Background: an optimization exercise with open tools, aiming at small area. Do not read the settings as production practice. RTL that was checked went through simulation tests only; none was proved equivalent to the original. Only the layout flow was run in runs 2 and 3; the RTL was not checked for function there. Power figures rest on the tool's default switching activity, not on a simulated workload.

## design.v

```verilog
module buffer (
    input  logic             clk,
    input  logic             wen,
    input  logic [639:0]     din,
    output logic [3:0][143:0] dout
);
    always_ff @(posedge clk) begin
        for (int s = 0; s < 4; s++)
            if (wen) dout[s] <= din[s*160 +: 144];
    end
endmodule
module hadamard_product_unit (
    input  logic [71:0]  kernel,
    input  logic [143:0] patch,
    output logic [15:0]  dout
);
    logic [71:0] kernel3;
    times3 u_k3 (.k(kernel), .k3(kernel3));
    for (genvar j = 0; j < 2; j++) begin : g_dp
        logic [26:0] d1, d2, d3;
        r4dec u_dec (.p(patch[j*72 +: 72]), .d1(d1), .d2(d2), .d3(d3));
        dot9 u_dp (.k(kernel), .k3(kernel3), .p(patch[j*72 +: 72]),
                   .d1(d1), .d2(d2), .d3(d3), .y(dout[j*8 +: 8]));
    end
endmodule
module dot9 (
    input  logic [71:0] k,     
    input  logic [71:0] k3,    
    input  logic [71:0] p,     
    input  logic [26:0] d1,    
    input  logic [26:0] d2,    
    input  logic [26:0] d3,    
    output logic [7:0]  y
);
    logic pn1, pn2, pn3, pn4, pn5, pn6, pn7, pn8, pn9, pn10, pn11, pn12, pn13, pn14, pn15, pn16;
    logic pn17, pn18, pn19, pn20, pn21, pn22, pn23, pn24, pn25, pn26, pn27, pn28, pn29, pn30, pn31, pn32;
    logic pn33, pn34, pn35, pn36, pn37, pn38, pn39, pn40, pn41, pn42, pn43, pn44, pn45, pn46, pn47, pn48;
    logic pn49, pn50, pn51, pn52, pn53, pn54, pn55, pn56, pn57, pn58, pn59, pn60, pn61, pn62, pn63, pn64;
    logic pn65, pn66, pn67, pn68, pn69, pn70, pn71, pn72, pn73, pn74, pn75, pn76, pn77, pn78, pn79, pn80;
    logic pn81, pn82, pn83, pn84, pn85, pn86, pn87, pn88, pn89, pn90, pn91, pn92, pn93, pn94, pn95, pn96;
    logic pn97, pn98, pn99, pn100, pn101, pn102, pn103, pn104, pn105, pn106, pn107, pn108, pn109, pn110, pn111, pn112;
    logic pn113, pn114, pn115, pn116, pn117, pn118, pn119, pn120, pn121, pn122, pn123, pn124, pn125, pn126, pn127, pn128;
    logic pn129, pn130, pn131, pn132, pn133, pn134, pn135, pn136, pn137, pn138, pn139, pn140, pn141, pn142, pn143, pn144;
    logic pn145, pn146, pn147, pn148, pn149, pn150, pn151, pn152, pn153, pn154, pn155, pn156, pn157, pn158, pn159, pn160;
    logic pn161, pn162, pn163, pn164, pn165, pn166, pn167, pn168, pn169, pn170, pn171, pn172, pn173, pn174, pn175, pn176;
    logic pn177, pn178, pn179, pn180, pn181, pn182, pn183, pn184, pn185, pn186, pn187, pn188, pn189, s190, c191, s192;
    logic c193, s194, c195, s196, c197, s198, c199, s200, c201, s202, c203, s204, c205, s206, c207, s208;
    logic c209, s210, c211, s212, c213, s214, c215, s216, c217, s218, c219, s220, c221, s222, c223, s224;
    logic c225, s226, c227, s228, c229, s230, c231, s232, c233, s234, c235, s236, c237, s238, c239, s240;
    logic c241, s242, c243, s244, c245, s246, c247, s248, c249, s250, c251, s252, c253, s254, c255, s256;
    logic c257, s258, c259, s260, c261, s262, c263, s264, c265, s266, c267, s268, c269, s270, c271, s272;
    logic c273, s274, c275, s276, c277, s278, c279, s280, c281, s282, c283, s284, c285, s286, c287, s288;
    logic c289, s290, c291, s292, c293, s294, c295, s296, c297, s298, c299, s300, c301, s302, c303, s304;
    logic c305, s306, c307, s308, c309, s310, c311, s312, c313, s314, c315, s316, c317, s318, c319, s320;
    logic c321, s322, c323, s324, c325, s326, c327, s328, c329, s330, c331, s332, c333, s334, c335, s336;
    logic c337, s338, c339, s340, c341, s342, c343, s344, c345, s346, c347, s348, c349, s350, c351, s352;
    logic c353, s354, c355, s356, c357, s358, c359, s360, c361, s362, c363, s364, c365, s366, c367, s368;
    logic c369, s370, c371, s372, c373, s374, c375, s376, c377, s378, c379, s380, c381, s382, c383, s384;
    logic c385, s386, c387, s388, c389, s390, c391, s392, c393, s394, c395, s396, c397, s398, c399, s400;
    logic c401, s402, c403, s404, c405, s406, c407, s408, c409, s410, c411, s412, c413, x414, x415, x416;
    logic x417, x418, x419, x420, x421, x422, x423, x424, x425, x426, x427, x428, x429, x430, x431, x432;
    logic x433, x434, x435, x436, x437, x438, x439, x440, x441, x442, x443, x444, x445, x446, x447, x448;
    logic x449, x450, x451, x452, x453, x454, x455, x456, x457, x458, x459, x460, x461, x462, x463, x464;
    logic x465, x466, x467, x468, x469, x470, x471, x472, x473, x474, x475, x476, x477, x478, x479, x480;
    logic x481, x482, x483, x484, x485, x486, x487;
    assign pn1 = ~(k[0] & p[0]);
    assign pn2 = ~((d1[0] & k[1]) | (d2[0] & k[0]) | (d3[0] & k3[1]));
    assign pn3 = ~((d1[0] & k[2]) | (d2[0] & k[1]) | (d3[0] & k3[2]));
    assign pn4 = ~((d1[0] & k[3]) | (d2[0] & k[2]) | (d3[0] & k3[3]));
    assign pn5 = ~((d1[0] & k[4]) | (d2[0] & k[3]) | (d3[0] & k3[4]));
    assign pn6 = ~((d1[0] & k[5]) | (d2[0] & k[4]) | (d3[0] & k3[5]));
    assign pn7 = ~((d1[0] & k[6]) | (d2[0] & k[5]) | (d3[0] & k3[6]));
    assign pn8 = ~((d1[0] & k[7]) | (d2[0] & k[6]) | (d3[0] & k3[7]));
    assign pn9 = ~(k[0] & p[2]);
    assign pn10 = ~((d1[1] & k[1]) | (d2[1] & k[0]) | (d3[1] & k3[1]));
    assign pn11 = ~((d1[1] & k[2]) | (d2[1] & k[1]) | (d3[1] & k3[2]));
    assign pn12 = ~((d1[1] & k[3]) | (d2[1] & k[2]) | (d3[1] & k3[3]));
    assign pn13 = ~((d1[1] & k[4]) | (d2[1] & k[3]) | (d3[1] & k3[4]));
    assign pn14 = ~((d1[1] & k[5]) | (d2[1] & k[4]) | (d3[1] & k3[5]));
    assign pn15 = ~(k[0] & p[4]);
    assign pn16 = ~((d1[2] & k[1]) | (d2[2] & k[0]) | (d3[2] & k3[1]));
    assign pn17 = ~((d1[2] & k[2]) | (d2[2] & k[1]) | (d3[2] & k3[2]));
    assign pn18 = ~((d1[2] & k[3]) | (d2[2] & k[2]) | (d3[2] & k3[3]));
    assign pn19 = ~(k[0] & p[6]);
    assign pn20 = ~(k[1] & p[6]);
    assign pn21 = ~(k[0] & p[7]);
    assign pn22 = ~(k[8] & p[8]);
    assign pn23 = ~((d1[3] & k[9]) | (d2[3] & k[8]) | (d3[3] & k3[9]));
    assign pn24 = ~((d1[3] & k[10]) | (d2[3] & k[9]) | (d3[3] & k3[10]));
    assign pn25 = ~((d1[3] & k[11]) | (d2[3] & k[10]) | (d3[3] & k3[11]));
    assign pn26 = ~((d1[3] & k[12]) | (d2[3] & k[11]) | (d3[3] & k3[12]));
    assign pn27 = ~((d1[3] & k[13]) | (d2[3] & k[12]) | (d3[3] & k3[13]));
    assign pn28 = ~((d1[3] & k[14]) | (d2[3] & k[13]) | (d3[3] & k3[14]));
    assign pn29 = ~((d1[3] & k[15]) | (d2[3] & k[14]) | (d3[3] & k3[15]));
    assign pn30 = ~(k[8] & p[10]);
    assign pn31 = ~((d1[4] & k[9]) | (d2[4] & k[8]) | (d3[4] & k3[9]));
    assign pn32 = ~((d1[4] & k[10]) | (d2[4] & k[9]) | (d3[4] & k3[10]));
    assign pn33 = ~((d1[4] & k[11]) | (d2[4] & k[10]) | (d3[4] & k3[11]));
    assign pn34 = ~((d1[4] & k[12]) | (d2[4] & k[11]) | (d3[4] & k3[12]));
    assign pn35 = ~((d1[4] & k[13]) | (d2[4] & k[12]) | (d3[4] & k3[13]));
    assign pn36 = ~(k[8] & p[12]);
    assign pn37 = ~((d1[5] & k[9]) | (d2[5] & k[8]) | (d3[5] & k3[9]));
    assign pn38 = ~((d1[5] & k[10]) | (d2[5] & k[9]) | (d3[5] & k3[10]));
    assign pn39 = ~((d1[5] & k[11]) | (d2[5] & k[10]) | (d3[5] & k3[11]));
    assign pn40 = ~(k[8] & p[14]);
    assign pn41 = ~(k[9] & p[14]);
    assign pn42 = ~(k[8] & p[15]);
    assign pn43 = ~(k[16] & p[16]);
    assign pn44 = ~((d1[6] & k[17]) | (d2[6] & k[16]) | (d3[6] & k3[17]));
    assign pn45 = ~((d1[6] & k[18]) | (d2[6] & k[17]) | (d3[6] & k3[18]));
    assign pn46 = ~((d1[6] & k[19]) | (d2[6] & k[18]) | (d3[6] & k3[19]));
    assign pn47 = ~((d1[6] & k[20]) | (d2[6] & k[19]) | (d3[6] & k3[20]));
    assign pn48 = ~((d1[6] & k[21]) | (d2[6] & k[20]) | (d3[6] & k3[21]));
    assign pn49 = ~((d1[6] & k[22]) | (d2[6] & k[21]) | (d3[6] & k3[22]));
    assign pn50 = ~((d1[6] & k[23]) | (d2[6] & k[22]) | (d3[6] & k3[23]));
    assign pn51 = ~(k[16] & p[18]);
    assign pn52 = ~((d1[7] & k[17]) | (d2[7] & k[16]) | (d3[7] & k3[17]));
    assign pn53 = ~((d1[7] & k[18]) | (d2[7] & k[17]) | (d3[7] & k3[18]));
    assign pn54 = ~((d1[7] & k[19]) | (d2[7] & k[18]) | (d3[7] & k3[19]));
    assign pn55 = ~((d1[7] & k[20]) | (d2[7] & k[19]) | (d3[7] & k3[20]));
    assign pn56 = ~((d1[7] & k[21]) | (d2[7] & k[20]) | (d3[7] & k3[21]));
    assign pn57 = ~(k[16] & p[20]);
    assign pn58 = ~((d1[8] & k[17]) | (d2[8] & k[16]) | (d3[8] & k3[17]));
    assign pn59 = ~((d1[8] & k[18]) | (d2[8] & k[17]) | (d3[8] & k3[18]));
    assign pn60 = ~((d1[8] & k[19]) | (d2[8] & k[18]) | (d3[8] & k3[19]));
    assign pn61 = ~(k[16] & p[22]);
    assign pn62 = ~(k[17] & p[22]);
    assign pn63 = ~(k[16] & p[23]);
    assign pn64 = ~(k[24] & p[24]);
    assign pn65 = ~((d1[9] & k[25]) | (d2[9] & k[24]) | (d3[9] & k3[25]));
    assign pn66 = ~((d1[9] & k[26]) | (d2[9] & k[25]) | (d3[9] & k3[26]));
    assign pn67 = ~((d1[9] & k[27]) | (d2[9] & k[26]) | (d3[9] & k3[27]));
    assign pn68 = ~((d1[9] & k[28]) | (d2[9] & k[27]) | (d3[9] & k3[28]));
    assign pn69 = ~((d1[9] & k[29]) | (d2[9] & k[28]) | (d3[9] & k3[29]));
    assign pn70 = ~((d1[9] & k[30]) | (d2[9] & k[29]) | (d3[9] & k3[30]));
    assign pn71 = ~((d1[9] & k[31]) | (d2[9] & k[30]) | (d3[9] & k3[31]));
    assign pn72 = ~(k[24] & p[26]);
    assign pn73 = ~((d1[10] & k[25]) | (d2[10] & k[24]) | (d3[10] & k3[25]));
    assign pn74 = ~((d1[10] & k[26]) | (d2[10] & k[25]) | (d3[10] & k3[26]));
    assign pn75 = ~((d1[10] & k[27]) | (d2[10] & k[26]) | (d3[10] & k3[27]));
    assign pn76 = ~((d1[10] & k[28]) | (d2[10] & k[27]) | (d3[10] & k3[28]));
    assign pn77 = ~((d1[10] & k[29]) | (d2[10] & k[28]) | (d3[10] & k3[29]));
    assign pn78 = ~(k[24] & p[28]);
    assign pn79 = ~((d1[11] & k[25]) | (d2[11] & k[24]) | (d3[11] & k3[25]));
    assign pn80 = ~((d1[11] & k[26]) | (d2[11] & k[25]) | (d3[11] & k3[26]));
    assign pn81 = ~((d1[11] & k[27]) | (d2[11] & k[26]) | (d3[11] & k3[27]));
    assign pn82 = ~(k[24] & p[30]);
    assign pn83 = ~(k[25] & p[30]);
    assign pn84 = ~(k[24] & p[31]);
    assign pn85 = ~(k[32] & p[32]);
    assign pn86 = ~((d1[12] & k[33]) | (d2[12] & k[32]) | (d3[12] & k3[33]));
    assign pn87 = ~((d1[12] & k[34]) | (d2[12] & k[33]) | (d3[12] & k3[34]));
    assign pn88 = ~((d1[12] & k[35]) | (d2[12] & k[34]) | (d3[12] & k3[35]));
    assign pn89 = ~((d1[12] & k[36]) | (d2[12] & k[35]) | (d3[12] & k3[36]));
    assign pn90 = ~((d1[12] & k[37]) | (d2[12] & k[36]) | (d3[12] & k3[37]));
    assign pn91 = ~((d1[12] & k[38]) | (d2[12] & k[37]) | (d3[12] & k3[38]));
    assign pn92 = ~((d1[12] & k[39]) | (d2[12] & k[38]) | (d3[12] & k3[39]));
    assign pn93 = ~(k[32] & p[34]);
    assign pn94 = ~((d1[13] & k[33]) | (d2[13] & k[32]) | (d3[13] & k3[33]));
    assign pn95 = ~((d1[13] & k[34]) | (d2[13] & k[33]) | (d3[13] & k3[34]));
    assign pn96 = ~((d1[13] & k[35]) | (d2[13] & k[34]) | (d3[13] & k3[35]));
    assign pn97 = ~((d1[13] & k[36]) | (d2[13] & k[35]) | (d3[13] & k3[36]));
    assign pn98 = ~((d1[13] & k[37]) | (d2[13] & k[36]) | (d3[13] & k3[37]));
    assign pn99 = ~(k[32] & p[36]);
    assign pn100 = ~((d1[14] & k[33]) | (d2[14] & k[32]) | (d3[14] & k3[33]));
    assign pn101 = ~((d1[14] & k[34]) | (d2[14] & k[33]) | (d3[14] & k3[34]));
    assign pn102 = ~((d1[14] & k[35]) | (d2[14] & k[34]) | (d3[14] & k3[35]));
    assign pn103 = ~(k[32] & p[38]);
    assign pn104 = ~(k[33] & p[38]);
    assign pn105 = ~(k[32] & p[39]);
    assign pn106 = ~(k[40] & p[40]);
    assign pn107 = ~((d1[15] & k[41]) | (d2[15] & k[40]) | (d3[15] & k3[41]));
    assign pn108 = ~((d1[15] & k[42]) | (d2[15] & k[41]) | (d3[15] & k3[42]));
    assign pn109 = ~((d1[15] & k[43]) | (d2[15] & k[42]) | (d3[15] & k3[43]));
    assign pn110 = ~((d1[15] & k[44]) | (d2[15] & k[43]) | (d3[15] & k3[44]));
    assign pn111 = ~((d1[15] & k[45]) | (d2[15] & k[44]) | (d3[15] & k3[45]));
    assign pn112 = ~((d1[15] & k[46]) | (d2[15] & k[45]) | (d3[15] & k3[46]));
    assign pn113 = ~((d1[15] & k[47]) | (d2[15] & k[46]) | (d3[15] & k3[47]));
    assign pn114 = ~(k[40] & p[42]);
    assign pn115 = ~((d1[16] & k[41]) | (d2[16] & k[40]) | (d3[16] & k3[41]));
    assign pn116 = ~((d1[16] & k[42]) | (d2[16] & k[41]) | (d3[16] & k3[42]));
    assign pn117 = ~((d1[16] & k[43]) | (d2[16] & k[42]) | (d3[16] & k3[43]));
    assign pn118 = ~((d1[16] & k[44]) | (d2[16] & k[43]) | (d3[16] & k3[44]));
    assign pn119 = ~((d1[16] & k[45]) | (d2[16] & k[44]) | (d3[16] & k3[45]));
    assign pn120 = ~(k[40] & p[44]);
    assign pn121 = ~((d1[17] & k[41]) | (d2[17] & k[40]) | (d3[17] & k3[41]));
    assign pn122 = ~((d1[17] & k[42]) | (d2[17] & k[41]) | (d3[17] & k3[42]));
    assign pn123 = ~((d1[17] & k[43]) | (d2[17] & k[42]) | (d3[17] & k3[43]));
    assign pn124 = ~(k[40] & p[46]);
    assign pn125 = ~(k[41] & p[46]);
    assign pn126 = ~(k[40] & p[47]);
    assign pn127 = ~(k[48] & p[48]);
    assign pn128 = ~((d1[18] & k[49]) | (d2[18] & k[48]) | (d3[18] & k3[49]));
    assign pn129 = ~((d1[18] & k[50]) | (d2[18] & k[49]) | (d3[18] & k3[50]));
    assign pn130 = ~((d1[18] & k[51]) | (d2[18] & k[50]) | (d3[18] & k3[51]));
    assign pn131 = ~((d1[18] & k[52]) | (d2[18] & k[51]) | (d3[18] & k3[52]));
    assign pn132 = ~((d1[18] & k[53]) | (d2[18] & k[52]) | (d3[18] & k3[53]));
    assign pn133 = ~((d1[18] & k[54]) | (d2[18] & k[53]) | (d3[18] & k3[54]));
    assign pn134 = ~((d1[18] & k[55]) | (d2[18] & k[54]) | (d3[18] & k3[55]));
    assign pn135 = ~(k[48] & p[50]);
    assign pn136 = ~((d1[19] & k[49]) | (d2[19] & k[48]) | (d3[19] & k3[49]));
    assign pn137 = ~((d1[19] & k[50]) | (d2[19] & k[49]) | (d3[19] & k3[50]));
    assign pn138 = ~((d1[19] & k[51]) | (d2[19] & k[50]) | (d3[19] & k3[51]));
    assign pn139 = ~((d1[19] & k[52]) | (d2[19] & k[51]) | (d3[19] & k3[52]));
    assign pn140 = ~((d1[19] & k[53]) | (d2[19] & k[52]) | (d3[19] & k3[53]));
    assign pn141 = ~(k[48] & p[52]);
    assign pn142 = ~((d1[20] & k[49]) | (d2[20] & k[48]) | (d3[20] & k3[49]));
    assign pn143 = ~((d1[20] & k[50]) | (d2[20] & k[49]) | (d3[20] & k3[50]));
    assign pn144 = ~((d1[20] & k[51]) | (d2[20] & k[50]) | (d3[20] & k3[51]));
    assign pn145 = ~(k[48] & p[54]);
    assign pn146 = ~(k[49] & p[54]);
    assign pn147 = ~(k[48] & p[55]);
    assign pn148 = ~(k[56] & p[56]);
    assign pn149 = ~((d1[21] & k[57]) | (d2[21] & k[56]) | (d3[21] & k3[57]));
    assign pn150 = ~((d1[21] & k[58]) | (d2[21] & k[57]) | (d3[21] & k3[58]));
    assign pn151 = ~((d1[21] & k[59]) | (d2[21] & k[58]) | (d3[21] & k3[59]));
    assign pn152 = ~((d1[21] & k[60]) | (d2[21] & k[59]) | (d3[21] & k3[60]));
    assign pn153 = ~((d1[21] & k[61]) | (d2[21] & k[60]) | (d3[21] & k3[61]));
    assign pn154 = ~((d1[21] & k[62]) | (d2[21] & k[61]) | (d3[21] & k3[62]));
    assign pn155 = ~((d1[21] & k[63]) | (d2[21] & k[62]) | (d3[21] & k3[63]));
    assign pn156 = ~(k[56] & p[58]);
    assign pn157 = ~((d1[22] & k[57]) | (d2[22] & k[56]) | (d3[22] & k3[57]));
    assign pn158 = ~((d1[22] & k[58]) | (d2[22] & k[57]) | (d3[22] & k3[58]));
    assign pn159 = ~((d1[22] & k[59]) | (d2[22] & k[58]) | (d3[22] & k3[59]));
    assign pn160 = ~((d1[22] & k[60]) | (d2[22] & k[59]) | (d3[22] & k3[60]));
    assign pn161 = ~((d1[22] & k[61]) | (d2[22] & k[60]) | (d3[22] & k3[61]));
    assign pn162 = ~(k[56] & p[60]);
    assign pn163 = ~((d1[23] & k[57]) | (d2[23] & k[56]) | (d3[23] & k3[57]));
    assign pn164 = ~((d1[23] & k[58]) | (d2[23] & k[57]) | (d3[23] & k3[58]));
    assign pn165 = ~((d1[23] & k[59]) | (d2[23] & k[58]) | (d3[23] & k3[59]));
    assign pn166 = ~(k[56] & p[62]);
    assign pn167 = ~(k[57] & p[62]);
    assign pn168 = ~(k[56] & p[63]);
    assign pn169 = ~(k[64] & p[64]);
    assign pn170 = ~((d1[24] & k[65]) | (d2[24] & k[64]) | (d3[24] & k3[65]));
    assign pn171 = ~((d1[24] & k[66]) | (d2[24] & k[65]) | (d3[24] & k3[66]));
    assign pn172 = ~((d1[24] & k[67]) | (d2[24] & k[66]) | (d3[24] & k3[67]));
    assign pn173 = ~((d1[24] & k[68]) | (d2[24] & k[67]) | (d3[24] & k3[68]));
    assign pn174 = ~((d1[24] & k[69]) | (d2[24] & k[68]) | (d3[24] & k3[69]));
    assign pn175 = ~((d1[24] & k[70]) | (d2[24] & k[69]) | (d3[24] & k3[70]));
    assign pn176 = ~((d1[24] & k[71]) | (d2[24] & k[70]) | (d3[24] & k3[71]));
    assign pn177 = ~(k[64] & p[66]);
    assign pn178 = ~((d1[25] & k[65]) | (d2[25] & k[64]) | (d3[25] & k3[65]));
    assign pn179 = ~((d1[25] & k[66]) | (d2[25] & k[65]) | (d3[25] & k3[66]));
    assign pn180 = ~((d1[25] & k[67]) | (d2[25] & k[66]) | (d3[25] & k3[67]));
    assign pn181 = ~((d1[25] & k[68]) | (d2[25] & k[67]) | (d3[25] & k3[68]));
    assign pn182 = ~((d1[25] & k[69]) | (d2[25] & k[68]) | (d3[25] & k3[69]));
    assign pn183 = ~(k[64] & p[68]);
    assign pn184 = ~((d1[26] & k[65]) | (d2[26] & k[64]) | (d3[26] & k3[65]));
    assign pn185 = ~((d1[26] & k[66]) | (d2[26] & k[65]) | (d3[26] & k3[66]));
    assign pn186 = ~((d1[26] & k[67]) | (d2[26] & k[66]) | (d3[26] & k3[67]));
    assign pn187 = ~(k[64] & p[70]);
    assign pn188 = ~(k[65] & p[70]);
    assign pn189 = ~(k[64] & p[71]);
    fa u_s190 (.a(pn1), .b(pn22), .c(pn43), .s(s190), .co(c191));
    fa u_s192 (.a(pn64), .b(pn85), .c(pn106), .s(s192), .co(c193));
    fa u_s194 (.a(pn127), .b(pn148), .c(pn169), .s(s194), .co(c195));
    fa u_s196 (.a(s190), .b(s192), .c(s194), .s(s196), .co(c197));
    fa u_s198 (.a(pn2), .b(pn23), .c(pn44), .s(s198), .co(c199));
    fa u_s200 (.a(pn65), .b(pn86), .c(pn107), .s(s200), .co(c201));
    fa u_s202 (.a(pn128), .b(pn149), .c(pn170), .s(s202), .co(c203));
    fa u_s204 (.a(c191), .b(c193), .c(c195), .s(s204), .co(c205));
    fa u_s206 (.a(c197), .b(s198), .c(s200), .s(s206), .co(c207));
    fa u_s208 (.a(s202), .b(s204), .c(s206), .s(s208), .co(c209));
    fa u_s210 (.a(pn9), .b(pn30), .c(pn51), .s(s210), .co(c211));
    fa u_s212 (.a(pn72), .b(pn93), .c(pn114), .s(s212), .co(c213));
    fa u_s214 (.a(pn135), .b(pn156), .c(pn177), .s(s214), .co(c215));
    fa u_s216 (.a(s210), .b(s212), .c(s214), .s(s216), .co(c217));
    fa u_s218 (.a(pn3), .b(pn24), .c(pn45), .s(s218), .co(c219));
    fa u_s220 (.a(pn66), .b(pn87), .c(pn108), .s(s220), .co(c221));
    fa u_s222 (.a(pn129), .b(pn150), .c(pn171), .s(s222), .co(c223));
    fa u_s224 (.a(c199), .b(c201), .c(c203), .s(s224), .co(c225));
    fa u_s226 (.a(c205), .b(s216), .c(c207), .s(s226), .co(c227));
    fa u_s228 (.a(s218), .b(s220), .c(s222), .s(s228), .co(c229));
    fa u_s230 (.a(s224), .b(c209), .c(s226), .s(s230), .co(c231));
    assign s232 = ~(s228 ^ s230);
    assign c233 = s228 | s230;
    fa u_s234 (.a(pn10), .b(pn31), .c(pn52), .s(s234), .co(c235));
    fa u_s236 (.a(pn73), .b(pn94), .c(pn115), .s(s236), .co(c237));
    fa u_s238 (.a(pn136), .b(pn157), .c(pn178), .s(s238), .co(c239));
    fa u_s240 (.a(c211), .b(c213), .c(c215), .s(s240), .co(c241));
    fa u_s242 (.a(c217), .b(s234), .c(s236), .s(s242), .co(c243));
    fa u_s244 (.a(s238), .b(s240), .c(pn4), .s(s244), .co(c245));
    fa u_s246 (.a(pn25), .b(pn46), .c(pn67), .s(s246), .co(c247));
    fa u_s248 (.a(pn88), .b(pn109), .c(pn130), .s(s248), .co(c249));
    fa u_s250 (.a(pn151), .b(pn172), .c(c219), .s(s250), .co(c251));
    fa u_s252 (.a(c221), .b(c223), .c(c225), .s(s252), .co(c253));
    fa u_s254 (.a(s242), .b(c227), .c(c229), .s(s254), .co(c255));
    fa u_s256 (.a(s244), .b(s246), .c(s248), .s(s256), .co(c257));
    fa u_s258 (.a(s250), .b(s252), .c(c231), .s(s258), .co(c259));
    fa u_s260 (.a(s254), .b(s256), .c(c233), .s(s260), .co(c261));
    assign s262 = ~(s258 ^ s260);
    assign c263 = s258 | s260;
    fa u_s264 (.a(pn15), .b(pn36), .c(pn57), .s(s264), .co(c265));
    fa u_s266 (.a(pn78), .b(pn99), .c(pn120), .s(s266), .co(c267));
    fa u_s268 (.a(pn141), .b(pn162), .c(pn183), .s(s268), .co(c269));
    fa u_s270 (.a(s264), .b(s266), .c(s268), .s(s270), .co(c271));
    fa u_s272 (.a(pn11), .b(pn32), .c(pn53), .s(s272), .co(c273));
    fa u_s274 (.a(pn74), .b(pn95), .c(pn116), .s(s274), .co(c275));
    fa u_s276 (.a(pn137), .b(pn158), .c(pn179), .s(s276), .co(c277));
    fa u_s278 (.a(c235), .b(c237), .c(c239), .s(s278), .co(c279));
    fa u_s280 (.a(c241), .b(s270), .c(c243), .s(s280), .co(c281));
    fa u_s282 (.a(s272), .b(s274), .c(s276), .s(s282), .co(c283));
    fa u_s284 (.a(s278), .b(pn5), .c(pn26), .s(s284), .co(c285));
    fa u_s286 (.a(pn47), .b(pn68), .c(pn89), .s(s286), .co(c287));
    fa u_s288 (.a(pn110), .b(pn131), .c(pn152), .s(s288), .co(c289));
    fa u_s290 (.a(pn173), .b(c245), .c(c247), .s(s290), .co(c291));
    fa u_s292 (.a(c249), .b(c251), .c(c253), .s(s292), .co(c293));
    fa u_s294 (.a(s280), .b(s282), .c(c255), .s(s294), .co(c295));
    fa u_s296 (.a(c257), .b(s284), .c(s286), .s(s296), .co(c297));
    fa u_s298 (.a(s288), .b(s290), .c(s292), .s(s298), .co(c299));
    fa u_s300 (.a(c259), .b(s294), .c(s296), .s(s300), .co(c301));
    fa u_s302 (.a(s298), .b(c261), .c(s300), .s(s302), .co(c303));
    assign s304 = ~(c263 ^ s302);
    assign c305 = c263 | s302;
    fa u_s306 (.a(pn16), .b(pn37), .c(pn58), .s(s306), .co(c307));
    fa u_s308 (.a(pn79), .b(pn100), .c(pn121), .s(s308), .co(c309));
    fa u_s310 (.a(pn142), .b(pn163), .c(pn184), .s(s310), .co(c311));
    fa u_s312 (.a(c265), .b(c267), .c(c269), .s(s312), .co(c313));
    fa u_s314 (.a(c271), .b(s306), .c(s308), .s(s314), .co(c315));
    fa u_s316 (.a(s310), .b(s312), .c(pn12), .s(s316), .co(c317));
    fa u_s318 (.a(pn33), .b(pn54), .c(pn75), .s(s318), .co(c319));
    fa u_s320 (.a(pn96), .b(pn117), .c(pn138), .s(s320), .co(c321));
    fa u_s322 (.a(pn159), .b(pn180), .c(c273), .s(s322), .co(c323));
    fa u_s324 (.a(c275), .b(c277), .c(c279), .s(s324), .co(c325));
    fa u_s326 (.a(s314), .b(c281), .c(c283), .s(s326), .co(c327));
    fa u_s328 (.a(s316), .b(s318), .c(s320), .s(s328), .co(c329));
    fa u_s330 (.a(s322), .b(s324), .c(pn6), .s(s330), .co(c331));
    fa u_s332 (.a(pn27), .b(pn48), .c(pn69), .s(s332), .co(c333));
    fa u_s334 (.a(pn90), .b(pn111), .c(pn132), .s(s334), .co(c335));
    fa u_s336 (.a(pn153), .b(pn174), .c(c285), .s(s336), .co(c337));
    fa u_s338 (.a(c287), .b(c289), .c(c291), .s(s338), .co(c339));
    fa u_s340 (.a(c293), .b(s326), .c(s328), .s(s340), .co(c341));
    fa u_s342 (.a(c295), .b(c297), .c(c299), .s(s342), .co(c343));
    fa u_s344 (.a(s330), .b(s332), .c(s334), .s(s344), .co(c345));
    fa u_s346 (.a(s336), .b(s338), .c(s340), .s(s346), .co(c347));
    fa u_s348 (.a(c301), .b(s342), .c(s344), .s(s348), .co(c349));
    fa u_s350 (.a(s346), .b(c303), .c(s348), .s(s350), .co(c351));
    assign s352 = ~(c305 ^ s350);
    assign c353 = c305 | s350;
    fa u_s354 (.a(pn19), .b(pn40), .c(pn61), .s(s354), .co(c355));
    fa u_s356 (.a(pn82), .b(pn103), .c(pn124), .s(s356), .co(c357));
    fa u_s358 (.a(pn145), .b(pn166), .c(pn187), .s(s358), .co(c359));
    fa u_s360 (.a(s354), .b(s356), .c(s358), .s(s360), .co(c361));
    fa u_s362 (.a(pn17), .b(pn38), .c(pn59), .s(s362), .co(c363));
    fa u_s364 (.a(pn80), .b(pn101), .c(pn122), .s(s364), .co(c365));
    fa u_s366 (.a(pn143), .b(pn164), .c(pn185), .s(s366), .co(c367));
    fa u_s368 (.a(c307), .b(c309), .c(c311), .s(s368), .co(c369));
    fa u_s370 (.a(c313), .b(s360), .c(c315), .s(s370), .co(c371));
    fa u_s372 (.a(s362), .b(s364), .c(s366), .s(s372), .co(c373));
    fa u_s374 (.a(s368), .b(pn13), .c(pn34), .s(s374), .co(c375));
    fa u_s376 (.a(pn55), .b(pn76), .c(pn97), .s(s376), .co(c377));
    fa u_s378 (.a(pn118), .b(pn139), .c(pn160), .s(s378), .co(c379));
    fa u_s380 (.a(pn181), .b(c317), .c(c319), .s(s380), .co(c381));
    fa u_s382 (.a(c321), .b(c323), .c(c325), .s(s382), .co(c383));
    fa u_s384 (.a(s370), .b(s372), .c(c327), .s(s384), .co(c385));
    fa u_s386 (.a(c329), .b(s374), .c(s376), .s(s386), .co(c387));
    fa u_s388 (.a(s378), .b(s380), .c(s382), .s(s388), .co(c389));
    fa u_s390 (.a(c331), .b(c333), .c(c335), .s(s390), .co(c391));
    fa u_s392 (.a(c337), .b(c339), .c(pn7), .s(s392), .co(c393));
    fa u_s394 (.a(pn28), .b(pn49), .c(pn70), .s(s394), .co(c395));
    fa u_s396 (.a(pn91), .b(pn112), .c(pn133), .s(s396), .co(c397));
    fa u_s398 (.a(pn154), .b(pn175), .c(c341), .s(s398), .co(c399));
    fa u_s400 (.a(s384), .b(s386), .c(s388), .s(s400), .co(c401));
    fa u_s402 (.a(c343), .b(c345), .c(s390), .s(s402), .co(c403));
    fa u_s404 (.a(s392), .b(s394), .c(s396), .s(s404), .co(c405));
    fa u_s406 (.a(c347), .b(s398), .c(s400), .s(s406), .co(c407));
    fa u_s408 (.a(c349), .b(s402), .c(s404), .s(s408), .co(c409));
    fa u_s410 (.a(s406), .b(c351), .c(s408), .s(s410), .co(c411));
    assign s412 = ~(c353 ^ s410);
    assign c413 = c353 | s410;
    assign x414 = pn20 ^ pn21;
    assign x415 = pn41 ^ pn42;
    assign x416 = pn62 ^ pn63;
    assign x417 = pn83 ^ pn84;
    assign x418 = pn104 ^ pn105;
    assign x419 = pn125 ^ pn126;
    assign x420 = pn146 ^ pn147;
    assign x421 = pn167 ^ pn168;
    assign x422 = pn188 ^ pn189;
    assign x423 = x414 ^ x415;
    assign x424 = x416 ^ x417;
    assign x425 = x418 ^ x419;
    assign x426 = x420 ^ x421;
    assign x427 = x422 ^ c355;
    assign x428 = c357 ^ c359;
    assign x429 = x423 ^ x424;
    assign x430 = x425 ^ x426;
    assign x431 = x427 ^ x428;
    assign x432 = x429 ^ x430;
    assign x433 = c361 ^ x431;
    assign x434 = x432 ^ pn18;
    assign x435 = pn39 ^ pn60;
    assign x436 = pn81 ^ pn102;
    assign x437 = pn123 ^ pn144;
    assign x438 = pn165 ^ pn186;
    assign x439 = c363 ^ c365;
    assign x440 = c367 ^ c369;
    assign x441 = x433 ^ x434;
    assign x442 = x435 ^ x436;
    assign x443 = x437 ^ x438;
    assign x444 = x439 ^ x440;
    assign x445 = c371 ^ c373;
    assign x446 = x441 ^ x442;
    assign x447 = x443 ^ x444;
    assign x448 = pn14 ^ pn35;
    assign x449 = pn56 ^ pn77;
    assign x450 = pn98 ^ pn119;
    assign x451 = pn140 ^ pn161;
    assign x452 = pn182 ^ c375;
    assign x453 = c377 ^ c379;
    assign x454 = c381 ^ c383;
    assign x455 = x445 ^ x446;
    assign x456 = x447 ^ x448;
    assign x457 = x449 ^ x450;
    assign x458 = x451 ^ x452;
    assign x459 = x453 ^ x454;
    assign x460 = x455 ^ c385;
    assign x461 = c387 ^ c389;
    assign x462 = x456 ^ x457;
    assign x463 = x458 ^ x459;
    assign x464 = c391 ^ x460;
    assign x465 = x461 ^ pn8;
    assign x466 = pn29 ^ pn50;
    assign x467 = pn71 ^ pn92;
    assign x468 = pn113 ^ pn134;
    assign x469 = pn155 ^ pn176;
    assign x470 = c393 ^ c395;
    assign x471 = c397 ^ x462;
    assign x472 = x463 ^ c399;
    assign x473 = c401 ^ x464;
    assign x474 = x465 ^ x466;
    assign x475 = x467 ^ x468;
    assign x476 = x469 ^ x470;
    assign x477 = x471 ^ c403;
    assign x478 = x472 ^ c405;
    assign x479 = x473 ^ x474;
    assign x480 = x475 ^ x476;
    assign x481 = c407 ^ x477;
    assign x482 = x478 ^ x479;
    assign x483 = x480 ^ c409;
    assign x484 = x481 ^ x482;
    assign x485 = x483 ^ x484;
    assign x486 = c411 ^ x485;
    assign x487 = c413 ^ x486;
    assign y[0] = ~s196;
    assign y[1] = ~s208;
    assign y[2] = ~s232;
    assign y[3] = ~s262;
    assign y[4] = ~s304;
    assign y[5] = ~s352;
    assign y[6] = ~s412;
    assign y[7] = ~x487;
endmodule
module r4dec (
    input  logic [71:0] p,
    output logic [26:0] d1,
    output logic [26:0] d2,
    output logic [26:0] d3
);
    for (genvar m = 0; m < 9; m++) begin : g_m
        for (genvar i = 0; i < 3; i++) begin : g_d
            assign d1[m*3+i] = p[m*8+2*i] & ~p[m*8+2*i+1];
            assign d2[m*3+i] = ~p[m*8+2*i] & p[m*8+2*i+1];
            assign d3[m*3+i] = p[m*8+2*i] & p[m*8+2*i+1];
        end
    end
endmodule
module times3 (
    input  logic [71:0] k,
    output logic [71:0] k3
);
    for (genvar m = 0; m < 9; m++) begin : g_m
        logic [7:0] a, y;
        logic [7:1] c;
        assign a = k[m*8 +: 8];
        assign y[0] = a[0];
        assign y[1] = a[1] ^ a[0];
        assign c[1] = a[1] & a[0];
        for (genvar b = 2; b < 7; b++) begin : g_b
            fa u_fa (.a(a[b]), .b(a[b-1]), .c(c[b-1]), .s(y[b]), .co(c[b]));
        end
        assign y[7] = a[7] ^ a[6] ^ c[6];
        assign k3[m*8 +: 8] = y;
    end
endmodule
module fa (input logic a, input logic b, input logic c, output logic s, output logic co);
    assign s  = a ^ b ^ c;
    assign co = (a & b) | (c & (a ^ b));
endmodule
module for_output (
    input  logic          clk,
    input  logic          rst,
    input  logic [1:0]    op,
    input  logic          wr_reg,    
    input  logic          arr3,      
    input  logic          arr1,      
    input  logic [15:0]   lane0,     
    input  logic [15:0]   lane1,
    input  logic [15:0]   lane2,
    output logic [1279:0] dout
);
    localparam logic [1:0] WRITE = 2'd2;
    logic [3:0] index;       
    logic       dv;          
    logic       full;
    logic [2:0] res_index;
    logic [7:0] res_valid;
    logic [7:0] res_inval;   
    always_ff @(posedge clk or posedge rst) begin
        if (rst)
            full <= 1'b0;
        else if (op == WRITE)
            full <= 1'b0;
        else if (res_valid[7] && dv)
            full <= 1'b1;
    end
    logic [4:0] sum;
    assign sum = index + (arr3 ? 5'd3 : 5'd1);
    always_ff @(posedge clk or posedge rst) begin
        if (rst) begin
            index <= 4'd0;
            dv    <= 1'b0;
        end else if (op == WRITE) begin
            index <= 4'd0;
            dv    <= 1'b0;
        end else if (!full && (arr3 || arr1)) begin
            if (sum >= 5'd9) begin
                index <= 4'(sum - 5'd9);
                dv    <= 1'b1;
            end else begin
                index <= sum[3:0];
                dv    <= 1'b0;
            end
        end
    end
    always_ff @(posedge clk or posedge rst) begin
        if (rst)
            res_index <= 3'd0;
        else if (wr_reg)
            res_index <= 3'd0;
        else if (dv && res_index != 3'd7)
            res_index <= res_index + 3'd1;
    end
    always_ff @(posedge clk or posedge rst) begin
        if (rst) begin
            res_valid <= '0;
            res_inval <= '1;
        end else if (wr_reg) begin
            res_valid <= '0;
            res_inval <= '1;
        end else if (!full && (dv || index != 4'd0)) begin
            res_valid[res_index] <= 1'b1;
            res_inval[res_index] <= 1'b0;
        end
    end
    logic       acc_d;       
    logic       n3_d;        
    logic [3:0] i_d;         
    always_ff @(posedge clk or posedge rst) begin
        if (rst) begin
            acc_d <= 1'b0;
            n3_d  <= 1'b0;
            i_d   <= 4'd0;
        end else begin
            acc_d <= (arr3 || arr1) && (op != WRITE) && !full;
            n3_d  <= arr3;
            i_d   <= index;
        end
    end
    logic wr_now;
    assign wr_now = acc_d && !full && !wr_reg;
    logic [8:0][15:0] bus;
    logic [8:0]       to_cur;     
    logic [8:0]       to_next;    
    always_comb begin
        for (int e = 0; e < 9; e++) begin
            bus[e]     = '0;
            to_cur[e]  = 1'b0;
            to_next[e] = 1'b0;
            for (int k = 0; k < 3; k++) begin
                if ((k == 0 || n3_d) && (32'(i_d) + k == e)) begin
                    bus[e]    = (k == 0) ? lane0 : (k == 1) ? lane1 : lane2;
                    to_cur[e] = 1'b1;
                end
                if ((k == 0 || n3_d) && (32'(i_d) + k == e + 9)) begin
                    bus[e]     = (k == 0) ? lane0 : (k == 1) ? lane1 : lane2;
                    to_next[e] = 1'b1;
                end
            end
            if (e >= 32'(i_d) + (n3_d ? 3 : 1))
                to_cur[e] = 1'b1;    
        end
    end
    logic [7:0][8:0][15:0] rows_n;
    always_ff @(posedge clk) begin
        for (int r = 0; r < 8; r++)
            for (int e = 0; e < 9; e++)
                if (wr_now && ((to_cur[e] && r >= res_index) || (to_next[e] && r > res_index)))
                    rows_n[r][e] <= ~bus[e];
    end
    for (genvar r = 0; r < 8; r++) begin : g_row
        assign dout[r*160 +: 144]       = ~(rows_n[r] | {144{res_inval[r]}});
        assign dout[r*160 + 144 +: 16]  = 16'd0;
    end
endmodule
module top #(
    parameter DATA_WIDTH = 8,
    parameter BUFFER_SIZE = 2,
    parameter KERNEL_SIZE = 9,
    parameter NUM_OF_MUL = 2,
    parameter DATA_OF_SET = 20,
    parameter IN_NUM_OF_SET = 4,
    parameter OUT_NUM_OF_SET = 3
)(
    input  logic          clk,
    input  logic          rst,
    input  logic [639:0]  din,
    input  logic [71:0]   kernel,
    input  logic [1:0]    op,
    output logic [1279:0] dout,
    output logic          dout_valid
);
    localparam logic [1:0] READ  = 2'd1;
    localparam logic [1:0] WRITE = 2'd2;
    logic       rd_reg, wr_reg;    
    logic [5:0] cnt;               
    logic       wen;
    always_ff @(posedge clk or posedge rst) begin
        if (rst) begin
            rd_reg <= 1'b0;
            wr_reg <= 1'b0;
            cnt    <= 6'd0;
        end else begin
            rd_reg <= (op == READ);
            wr_reg <= (op == WRITE);
            if (cnt == 6'd32 || ((op == READ) && rd_reg))
                cnt <= 6'd0;
            else if ((op == READ) && !rd_reg)
                cnt <= cnt + 6'd1;
        end
    end
    assign wen        = (op == READ) && !rd_reg && (cnt == 6'd0);
    assign dout_valid = (op == WRITE) && !wr_reg;
    logic [4:1] ph;
    logic       ph3_n;     
    always_ff @(posedge clk or posedge rst) begin
        if (rst) begin
            ph    <= '0;
            ph3_n <= 1'b1;
        end else begin
            ph    <= {ph[3:1], wen};
            ph3_n <= !ph[2];
        end
    end
    logic [3:0][143:0] set_q;
    buffer u_buf (.clk(clk), .wen(wen), .din(din), .dout(set_q));
    logic [71:0] kernel_d;
    always_ff @(posedge clk) kernel_d <= kernel;
    logic [15:0] x_res, y_res;
    logic [143:0] y_patch, x_patch;
    logic [71:0]  x_kernel;
    assign y_patch  = ({144{ph[3]}} & set_q[3]) | ({144{ph3_n}} & set_q[0]);
    assign x_patch  = ({144{ph[3]}} & set_q[2]) | ({144{ph3_n}} & set_q[1]);
    assign x_kernel = ({72{ph[3]}} & kernel_d)  | ({72{ph3_n}} & kernel);
    hadamard_product_unit u_y (
        .kernel(kernel),
        .patch(y_patch),
        .dout(y_res)
    );
    hadamard_product_unit u_x (
        .kernel(x_kernel),
        .patch(x_patch),
        .dout(x_res)
    );
    logic [15:0] ry, ry_d, rx, rx_d;
    always_ff @(posedge clk) begin
        ry   <= y_res;
        ry_d <= ry;
        rx   <= x_res;
        rx_d <= rx;
    end
    for_output u_out (
        .clk(clk),
        .rst(rst),
        .op(op),
        .wr_reg(wr_reg),
        .arr3(ph[3]),
        .arr1(ph[4]),
        .lane0(ry_d),
        .lane1(rx_d),
        .lane2(rx),
        .dout(dout)
    );
endmodule
```

## flow/run.sh

```bash
#!/bin/bash
# The standard layout (standard.sh) with these placement settings changed:
#  - plain buf_1 cells as the port buffers (every port still gets one);
#  - pins may sit one routing track apart, so a smaller die holds them;
#  - clock tree: larger sink clusters, small clock buffers, no dummy loads;
#  - one tie cell for the constant outputs (as synthesis leaves it).
set -o pipefail
export BUFFER_PORTS_ARGS="-buffer_cell sky130_fd_sc_hd__buf_1"
export PLACE_PINS_ARGS="-min_distance 1 -min_distance_in_tracks"
export CTS_ARGS="-sink_clustering_enable -repair_clock_nets -dont_use_dummy_load -buf_list {sky130_fd_sc_hd__clkbuf_4 sky130_fd_sc_hd__clkbuf_8} -sink_clustering_size 20 -sink_clustering_max_diameter 45"
export SKIP_REPAIR_TIE_FANOUT=1
bash standard.sh > standard.log 2>&1
```

## standard.sh

```bash
#!/bin/bash
# synth_recipe.tcl (not shown) runs the flow's synth.tcl, then flattens the netlist and writes it again
# the make line also repeats each setting of config.mk as NAME=value (left out here)
make -C /OpenROAD-flow-scripts/flow DESIGN_CONFIG=/design/flow/config.mk WORK_HOME=/design/flow/orfs CLKGATE_MAP_FILE= SYNTH_SCRIPT=/design/flow/synth_recipe.tcl "${@:-finish}"
```

## config.mk

```make
export PLATFORM = sky130hd
export DESIGN_NAME = top
export DESIGN_NICKNAME = top
export VERILOG_FILES = /design/flow/design.v
export SDC_FILE = /design/flow/constraint.sdc
export NUM_CORES = 8
export LEC_CHECK = 0
export CAP_MARGIN = 10
export CORE_AREA = 10 10 450 450
export DIE_AREA = 0 0 460 460
export PLACE_DENSITY = 0.65
export SLEW_MARGIN = 10
export SYNTH_HIERARCHICAL = 1
```

## constraint.sdc

```tcl
create_clock -name core_clock -period 10.0 [get_ports {clk}]
set_input_delay 2.0000 -clock core_clock [delete_from_list [all_inputs] [get_ports {clk}]]
set_output_delay 2.0000 -clock core_clock [all_outputs]
set_load 0.01 [all_outputs]
```

==> results of run 1 <==
where the power goes:
part	leakage (uW)	switching (uW)	total, uW	internal (uW)
registers	0.0173	564	9530	8970
clock network	0.00135	2480	4130	1660
logic	0.0177	4940	8840	3890
total	0.0363	7990	22500	14500
cells in the final DEF, fill, tap and decap left out, types with 188 or more instances in the layout:
| cell type | count |
|---|---|
| fa_1 | 520 |
| edfxtp_1 | 1728 |
| xnor2_1 | 242 |
| buf_1 | 1804 |
| and2b_2 | 216 |
| nand2_1 | 298 |
| nor2_1 | 1192 |
| buf_4 | 409 |
| clkbuf_8 | 188 |
| a222oi_1 | 668 |
| a22o_1 | 362 |
routing by layer:
layer	up-vias	wire length (um)	GRT usage (%)
met5	-	361	3.73
met4	34	28200	20.5
met3	1244	59500	13.9
met2	6434	187000	58.1
met1	36200	154000	49.5
li1	28600	-	-
worst paths after layout:
| path | start | end | slack (ns) | depth (start not counted) |
|---|---|---|---|---|
| min in group asynchronous | rst | cnt[0] | 1.39 | 2 |
| max in group asynchronous | rst | u_out.index[2] | 7.83 | 2 |
| worst min-delay path | ry[2] | ry_d[2] | 0.33 | 0 |
| worst max register to register | ph[3] | ry[15] | 1.02 | 22 |
| worst max-delay path | ph[3] | ry[15] | 1.02 | 22 |
| worst min register to register | ry[2] | ry_d[2] | 0.33 | 0 |
cell type report:
cell class                 count  area, sq um
clock buffer                 188         2590
antenna                       32         80.1
tap                         2526         3160
fill                       16200        85600
inverter                      78          293
sequential                  1901        55600
multi-input combinational   4048        35000
timing repair buffer        2244        10300
stage by stage:
| stage | worst slack [ns] | util (%) | hold WS, ns | instance area [sq um] |
|---|---|---|---|---|
| 2_1_floorplan | -6.99 | - | 0.310 | 92900 |
| 3_3_place_gp | 0.384 | 54.1 | 0.314 | 104000 |
| 3_5_place_dp | 0.355 | 54.1 | 0.312 | 104000 |
| 4_1_cts | 1.05 | 55.5 | 0.327 | 107000 |
| 5_1_grt | 0.742 | 55.5 | 0.320 | 107000 |
| 6_report | 1.02 | 55.5 | 0.325 | 107000 |
==> flow_summary.toml, run 1 <==
[sta]
post-route-period-util_pct = 89.8
layout_min_cycle_time_ns = 8.98
slew_viol_final = 0
max_freq_mhz = 111
final-setup-viol-count = 0
rsz0062_at_grt = "no"
clock_skew_ns = 0.151
tns_ns = 0
worstMarginPinSlew_ns = 1.36
max-slew-margin-rel_pct = 9.51
report.final.hold_viol_count = 0

[floorplan]
die_w_um = 460
initial_core_util_pct = 48.3
rows = 161
core_area_sq_mm = 0.193
ios = 1997
die-area_sq_mm = 0.212
die_h_um = 460

[layout]
largest_register = "u_out.rows_n"
layout-drive-gt1-share_pct = 12.6
layout_top_registers = "u_out.rows_n (1152), u_buf.dout (576), kernel_d (72)"
fin_nets = 9753
largest_register_ffs = 1152
instances_no_fill = 11000
area_delta_synth_final_pct = 15.1

[clock_tree]
cts_resized = 0
worstSkewPairLatency_ns = 1.09
cts_root_buffer = "clkbuf_8"
cts.sinks = 1901
cts_tree = "done"
clk_path_buf_depth = 3
post_cts_buffers = 0
hold_buffers = 0
cts_buffers = 188
clk_pin_slew_ns = 0.09
htreeDepth = 4

[worst_setup_path]
worstPathRequired_ns = 10.82
critPathTopFamily = "adder cells"
end_kind = "flip-flop"
cpPeakStageDelay_ns = 1.08
crit_chain = "buf_4 > a22o_1 > nand2_1 > fa_1 > fa_1 > fa_1 > fa_1 > fa_1 > fa_1 > fa_1 > fa_1 > fa_1 > fa_1 > inv_1 > ha_1 > xnor2_1 > buf_4 > xnor2_1 > xnor2_1 > xnor2_1 > xnor2_1 > xnor3_1"
path_buf_inv = 3
crit_fanout = 53
slowest_stage = "dfrtp_4"
critPathLaunchType = "flip-flop"
crit_type = "reg -> reg"
path_common_cell = "fa_1"
arrival_ns = 9.79

[power]
finalPower_uw = 22500
pwr_density_cell_mw_per_mm2 = 210
ir_worst_vdd_v = 0.000437
p_leak_uw = 0.0363

[routing]
drtIter0Drc = 16100
wl_um = 429000
antenna_left = 0
vias = 72400
routed_via_density = 6.57
drt-pass1-iter-count = 17
drc = 0
routedWlPerCell_um = 39.0

[synth]
syn_area_sq_mm = 0.0929
synth.avg_cell_area_sq_um = 14.3
syn_inst = 6503
syn_nets = 7795
ys_warn_count = 9

[grt]
grt_usage_pct = 38.9
grt_pass1_vias = 69900
grt_max_degree = 172
antenna_found_initial = 45
grt_pass1_wl_um = 574000
grt_overflow = 0

[place]
dp_hpwl_um = 331000
dp_cells = 10800
numPortBuffers = 1804
place_congestion = 1.02

[run_status]
status = "finished clean"

[worst_hold_path]
worstHoldPathType = "reg -> reg"

[job]
cap_violations = 0
==> run 2, diff against run 1 <==
--- a/design.v
+++ b/design.v
@@ -1,26 +1,37 @@
 module buffer (
     input  logic             clk,
-    input  logic             wen,
+    input  logic             wen,       
+    input  logic             keep3,     
     input  logic [639:0]     din,
-    output logic [3:0][143:0] dout
+    output logic [3:0][143:0] dout,
+    output logic [143:0]     set3_kept
 );
     always_ff @(posedge clk) begin
         for (int s = 0; s < 4; s++)
             if (wen) dout[s] <= din[s*160 +: 144];
+        if (keep3) set3_kept <= dout[3];
     end
 endmodule
 module hadamard_product_unit (
-    input  logic [71:0]  kernel,
-    input  logic [143:0] patch,
-    output logic [15:0]  dout
+    input  logic [71:0] kernel,
+    input  logic [71:0] p0,
+    input  logic [71:0] p1,
+    input  logic [71:0] p2,
+    output logic [7:0]  y0,
+    output logic [7:0]  y1,
+    output logic [7:0]  y2
 );
     logic [71:0] kernel3;
     times3 u_k3 (.k(kernel), .k3(kernel3));
-    for (genvar j = 0; j < 2; j++) begin : g_dp
+    logic [2:0][71:0] p;
+    logic [2:0][7:0]  y;
+    assign p = {p2, p1, p0};
+    assign {y2, y1, y0} = y;
+    for (genvar j = 0; j < 3; j++) begin : g_dp
         logic [26:0] d1, d2, d3;
-        r4dec u_dec (.p(patch[j*72 +: 72]), .d1(d1), .d2(d2), .d3(d3));
-        dot9 u_dp (.k(kernel), .k3(kernel3), .p(patch[j*72 +: 72]),
-                   .d1(d1), .d2(d2), .d3(d3), .y(dout[j*8 +: 8]));
+        r4dec u_dec (.p(p[j]), .d1(d1), .d2(d2), .d3(d3));
+        dot9 u_dp (.k(kernel), .k3(kernel3), .p(p[j]),
+                   .d1(d1), .d2(d2), .d3(d3), .y(y[j]));
     end
 endmodule
 module dot9 (
@@ -643,43 +654,52 @@
     assign wen        = (op == READ) && !rd_reg && (cnt == 6'd0);
     assign dout_valid = (op == WRITE) && !wr_reg;
     logic [4:1] ph;
-    logic       ph3_n;     
+    logic       ph2_n, ph4_n;    
     always_ff @(posedge clk or posedge rst) begin
         if (rst) begin
             ph    <= '0;
-            ph3_n <= 1'b1;
+            ph2_n <= 1'b1;
+            ph4_n <= 1'b1;
         end else begin
             ph    <= {ph[3:1], wen};
-            ph3_n <= !ph[2];
+            ph2_n <= !ph[1];
+            ph4_n <= !ph[3];
         end
     end
     logic [3:0][143:0] set_q;
-    buffer u_buf (.clk(clk), .wen(wen), .din(din), .dout(set_q));
+    logic [143:0]      set3_q;
+    buffer u_buf (.clk(clk), .wen(wen), .keep3(ph[3]), .din(din), .dout(set_q), .set3_kept(set3_q));
     logic [71:0] kernel_d;
     always_ff @(posedge clk) kernel_d <= kernel;
-    logic [15:0] x_res, y_res;
-    logic [143:0] y_patch, x_patch;
-    logic [71:0]  x_kernel;
-    assign y_patch  = ({144{ph[3]}} & set_q[3]) | ({144{ph3_n}} & set_q[0]);
-    assign x_patch  = ({144{ph[3]}} & set_q[2]) | ({144{ph3_n}} & set_q[1]);
-    assign x_kernel = ({72{ph[3]}} & kernel_d)  | ({72{ph3_n}} & kernel);
-    hadamard_product_unit u_y (
-        .kernel(kernel),
-        .patch(y_patch),
-        .dout(y_res)
+    logic [71:0] k_src;
+    assign k_src = ({72{ph[2]}} & kernel) | ({72{ph2_n}} & kernel_d);
+    logic [71:0] pu0, pu1, pu2;
+    assign pu0 = ({72{ph[2]}} & set_q[0][71:0])   | ({72{ph[3]}} & set_q[1][143:72]) | ({72{ph[4]}} & set3_q[71:0]);
+    assign pu1 = ({72{ph[2]}} & set_q[0][143:72]) | ({72{ph[3]}} & set_q[2][71:0])   | ({72{ph[4]}} & set3_q[143:72]);
+    assign pu2 = ({72{ph[2]}} & set_q[1][71:0])   | ({72{ph2_n}} & set_q[2][143:72]);
+    logic [7:0] u0, u1, u2;
+    hadamard_product_unit u_dp (
+        .kernel(k_src),
+        .p0(pu0),
+        .p1(pu1),
+        .p2(pu2),
+        .y0(u0),
+        .y1(u1),
+        .y2(u2)
     );
-    hadamard_product_unit u_x (
-        .kernel(x_kernel),
-        .patch(x_patch),
-        .dout(x_res)
-    );
-    logic [15:0] ry, ry_d, rx, rx_d;
+    logic [7:0] r0, r1, r2, r0_d, r1_d, r2_d;
     always_ff @(posedge clk) begin
-        ry   <= y_res;
-        ry_d <= ry;
-        rx   <= x_res;
-        rx_d <= rx;
-    end
+        r0   <= u0;
+        r1   <= u1;
+        r2   <= u2;
+        r0_d <= r0;
+        r1_d <= r1;
+        r2_d <= r2;
+    end
+    logic [15:0] lane0, lane1, lane2;
+    assign lane0 = ({16{ph[4]}} & {r1_d, r0_d}) | ({16{ph4_n}} & {r1, r0});
+    assign lane1 = {r0, r2_d};
+    assign lane2 = {r2, r1};
     for_output u_out (
         .clk(clk),
         .rst(rst),
@@ -687,9 +707,9 @@
         .wr_reg(wr_reg),
         .arr3(ph[3]),
         .arr1(ph[4]),
-        .lane0(ry_d),
-        .lane1(rx_d),
-        .lane2(rx),
+        .lane0(lane0),
+        .lane1(lane1),
+        .lane2(lane2),
         .dout(dout)
     );
 endmodule
--- a/flow/run.sh
+++ b/flow/run.sh
@@ -7,6 +7,6 @@
 set -o pipefail
 export BUFFER_PORTS_ARGS="-buffer_cell sky130_fd_sc_hd__buf_1"
 export PLACE_PINS_ARGS="-min_distance 1 -min_distance_in_tracks"
-export CTS_ARGS="-sink_clustering_enable -repair_clock_nets -dont_use_dummy_load -buf_list {sky130_fd_sc_hd__clkbuf_4 sky130_fd_sc_hd__clkbuf_8} -sink_clustering_size 20 -sink_clustering_max_diameter 45"
+export CTS_ARGS="-sink_clustering_enable -repair_clock_nets -dont_use_dummy_load -buf_list {sky130_fd_sc_hd__clkbuf_4 sky130_fd_sc_hd__clkbuf_8} -sink_clustering_size 16 -sink_clustering_max_diameter 50"
 export SKIP_REPAIR_TIE_FANOUT=1
 bash standard.sh > standard.log 2>&1
--- a/config.mk
+++ b/config.mk
@@ -5,9 +5,9 @@
 export SDC_FILE = /design/flow/constraint.sdc
 export NUM_CORES = 8
 export LEC_CHECK = 0
-export CAP_MARGIN = 10
+export CAP_MARGIN = 25
 export CORE_AREA = 10 10 450 450
 export DIE_AREA = 0 0 460 460
 export PLACE_DENSITY = 0.65
-export SLEW_MARGIN = 10
+export SLEW_MARGIN = 25
 export SYNTH_HIERARCHICAL = 1
==> run 2 against run 1 <==
  * The run now fails in global routing
  * Synthesized cell count is 4.8% lower
  * Area after synthesis fell by 2.3%
==> flow_summary.toml, run 2 <==
[grt]
grt_pass1_wl_um = 555000
grt_usage_pct = 37.9
grt_max_degree = 173
grt_pass1_vias = 70300
grt_overflow = 30

[place]
dp_hpwl_um = 304000
dp_cells = 10400
numPortBuffers = 1804
place_congestion = 1.03

[synth]
syn_area_sq_mm = 0.0908
syn_nets = 7317
ys_warn_count = 9
synth.avg_cell_area_sq_um = 14.7
syn_inst = 6191

[clock_tree]
clk_path_buf_depth = 3
post_cts_buffers = 0
cts.sinks = 2030
cts_root_buffer = "clkbuf_8"
hold_buffers = 0
cts_resized = 0
htreeDepth = 4
cts_buffers = 175

[floorplan]
initial_core_util_pct = 47.2
ios = 1997
die_w_um = 460
rows = 161
die_h_um = 460

[run_status]
stop_stage = "global routing"
status = "did not finish"
stop_error = "[ERROR GRT-0116] Global routing finished with congestion. Check the congestion regions in the DRC Viewer."
==> run 2: how the worst min path moves through the flow <==
stage	cells past startpoint	to	slack (ns)
floorplan	0	r2_d[0]	0.33
global placement	0	ph[2]	0.36
detailed placement	0	ph[2]	0.37
CTS	0	u_buf.set3_kept[141]	0.37
==> run 2: layer usage <==
| metal | global-route usage [%] | overflow |
|---|---|---|
| met2 | 59.4 | 18 |
| met4 | 27.6 | 11 |
| met1 | 43.8 | 0 |
| met5 | 1.38 | 0 |
| met3 | 12.0 | 1 |
==> run 2: power by group through the flow <==
stage / clock network (uW) / logic (uW) / registers, uW
floorplan: 0 / 1840 / 9570
detailed placement: 0 / 3120 / 9750
CTS: 4190 / 3160 / 9560
global placement: 0 / 3080 / 9740
==> run 2: per-stage QoR <==
step           total power, uW  setup TNS [ns]  cell area (sq um)  utilization, %  setup slack, ns
2_1_floorplan            11400        -3758.91              90800               -            -6.99
3_3_place_gp             12800               0             102000            52.8            0.465
3_5_place_dp             12900               0             102000            53.0            0.435
4_1_cts                  16900               0             104000            54.2             1.15
==> run 3, diff against run 2 <==
--- a/flow/run.sh
+++ b/flow/run.sh
@@ -7,6 +7,6 @@
 set -o pipefail
 export BUFFER_PORTS_ARGS="-buffer_cell sky130_fd_sc_hd__buf_1"
 export PLACE_PINS_ARGS="-min_distance 1 -min_distance_in_tracks"
-export CTS_ARGS="-sink_clustering_enable -repair_clock_nets -dont_use_dummy_load -buf_list {sky130_fd_sc_hd__clkbuf_4 sky130_fd_sc_hd__clkbuf_8} -sink_clustering_size 16 -sink_clustering_max_diameter 50"
+export CTS_ARGS="-sink_clustering_enable -repair_clock_nets -dont_use_dummy_load -buf_list {sky130_fd_sc_hd__clkbuf_4 sky130_fd_sc_hd__clkbuf_8} -sink_clustering_size 20 -sink_clustering_max_diameter 45"
 export SKIP_REPAIR_TIE_FANOUT=1
 bash standard.sh > standard.log 2>&1
--- a/config.mk
+++ b/config.mk
@@ -8,6 +8,6 @@
 export CAP_MARGIN = 25
 export CORE_AREA = 10 10 450 450
 export DIE_AREA = 0 0 460 460
-export PLACE_DENSITY = 0.65
+export PLACE_DENSITY = 0.55
 export SLEW_MARGIN = 25
 export SYNTH_HIERARCHICAL = 1
==> run 3 against run 2 <==
  * Now clean on timing, DRC and antenna
  * Area after synthesis stayed put
  * Synthesized cell count unchanged
==> flow_summary.toml, run 3 <==
[power]
p_leak_uw = 0.0344
ir_worst_vdd_v = 0.000257
finalPower_uw = 17400
pwr_density_cell_mw_per_mm2 = 166

[sta]
rsz0062_at_grt = "no"
final-setup-viol-count = 0
layout_min_cycle_time_ns = 8.92
clock_skew_ns = 0.132
max-slew-margin-rel_pct = 23.5
post-route-period-util_pct = 89.2
timing.hold.ws_ns = 0.383
report.final.hold_viol_count = 0
tns_ns = 0
worstMarginPinSlew_ns = 1.14
slew_viol_final = 0
max_freq_mhz = 112

[layout]
mostFrequentLayoutCell = "edfxtp_1"
layout_top_registers = "u_out.rows_n (1152), u_buf.dout (576), u_buf.set3_kept (144)"
design_area_sq_mm = 0.105
multi_input_area_sq_mm = 0.0286
layout-drive-gt1-share_pct = 11.9
largest_register = "u_out.rows_n"
fin_nets = 9246
final_cell_mix = "edfxtp_1 (1872), buf_1 (1805), nor2_1 (1190)"
area_delta_synth_final_pct = 15.6
largest_register_ffs = 1152
final.fill_count = 16500
utilization_pct = 54.5
seq_area_sq_mm = 0.0596

[worst_setup_path]
reg2reg_to = "r0[7]"
critPathLaunchType = "flip-flop"
reg2reg_slack_ns = 1.08
crit_fanout = 54
crit_type = "reg -> reg"
r2r_cells = 22
worstPathRequired_ns = 10.80
arrival_ns = 9.72
r2r-start = "ph[2]"
end_kind = "flip-flop"

[routing]
routedWlPerCell_um = 37.5
antenna_left = 0
drc = 0
drt-pass1-iter-count = 17
drtIter0Drc = 12700
vias = 66900
routed_via_density = 6.26
wl_um = 401000

[worst_hold_path]
worstHoldPathType = "reg -> reg"
hold_start = "u_buf.dout[475]"
holdPathEnd = "u_buf.set3_kept[43]"
hold-path-cell-count = 0

[clock_tree]
worstSkewPairLatency_ns = 1.07
cts_resized = 0
clk_path_buf_depth = 3
post_cts_buffers = 0
hold_buffers = 0
cts_buffers = 209
cts.sinks = 2030
cts_root_buffer = "clkbuf_8"
cts_tree = "done"
clk_pin_slew_ns = 0.09
htreeDepth = 4

[place]
dp_hpwl_um = 307000
numPortBuffers = 1804
place_congestion = 0.985
post_dp_cell_area_sq_mm = 0.102

[synth]
syn_area_sq_mm = 0.0908
synth.avg_cell_area_sq_um = 14.7
ys_warn_count = 9
syn_inst = 6191
syn_nets = 7317

[job]
cap_violations = 0

[grt]
use_met3_pct = 10.3
busiest_layer = "met2"
gr-usage-met2_pct = 57.4
grt_pass1_vias = 65200
antenna_found_initial = 57
grt_max_degree = 185
grt_usage_pct = 36.3
met1_usage_pct = 43.7
grt_pass1_wl_um = 534000
grt_overflow = 0

[floorplan]
rows = 161
die_w_um = 460
ios = 1997
core_area_sq_mm = 0.193
die-area_sq_mm = 0.212
die_h_um = 460
initial_core_util_pct = 47.2

[run_status]
status = "finished clean"
[run 3: cell type report]
type / instances / share of cell area (%)
diodes: 47 / 0.112
inverters: 213 / 0.761
repair buffers: 2189 / 9.41
clock buffers: 209 / 2.74
multi-input cells: 3477 / 27.2
well taps: 2526 / 3.01
flip-flops and latches: 2030 / 56.8
[run 3: power by group]
part,switching (uW),leakage (uW),internal (uW)
sequential,221,0.0184,9340
combinational,2080,0.0145,1270
clock,2670,0.00150,1840
[run 3: worst max-delay path by stage]
stage               startpoint  endpoint  slack [ns]  cells after the start
global placement    kernel[17]     r0[7]        0.37                     21
floorplan                op[1]     ph[1]       -6.99                      2
CTS                      ph[2]     r0[7]        1.10                     22
detailed placement  kernel[17]     r0[7]        0.37                     21
finish                   ph[2]     r0[7]        1.08                     22
global route             ph[2]     r0[7]        0.86                     22
[run 3: metal layers]
layer	vias up	wire, um
li1	27200	-
met1	33500	141000
met2	5098	185000
met3	1121	44700
met4	28	29900
met5	-	230
[run 3: stage by stage]
step,setup slack [ns],cells
floorplan,-6.99,6191
global placement,0.374,10400
detailed placement,0.374,10400
CTS,1.10,10600
global route,0.859,10700
finish,1.08,10700
[run 3: worst max-delay path: stages, from the launching register on]
cell and delay (ns):
dfrtp_4 1.06, buf_4 0.37, a22o_1 0.25, buf_4 0.41, nand2_1 0.14, fa_1 0.58, fa_1 0.45, fa_1 0.46
fa_1 0.40, fa_1 0.45, fa_1 0.42, fa_1 0.47, fa_1 0.58, fa_1 0.44, fa_1 0.56, inv_1 0.07
ha_1 0.27, xnor2_1 0.22, xnor2_1 0.18, xnor2_1 0.16, xnor2_1 0.15, xnor2_1 0.13, xnor3_1 0.48

-- separate check: timing with driven ports --
The results above use ideal ports. As a check the final layouts listed here were re-extracted and re-timed, cells and wires unchanged.
Step 1 assumes that a clkbuf_16 drives the clock port and a buf_2 every other input.
Step 2 also shifts input and output timing later by t, the mid clock arrival at the registers, as if the neighbouring blocks saw the same clock.
a / b / c = no drivers / after step 1 / after step 2; a / b = the first two.
| run | shift t [ns] | setup slack, ns | worst setup path after step 2 |
|---|---|---|---|
| run 1 | 1.105 | 1.024 / 1.024 / 0.155 | input to register |
| run 3 | 1.093 | 1.082 / 1.082 / 0.192 | input to register |
After both steps every run listed still meets setup and hold. For run 3, which loses most, drivers alone change the setup slack by 0.000 ns; drivers and shift together by -0.890 ns.
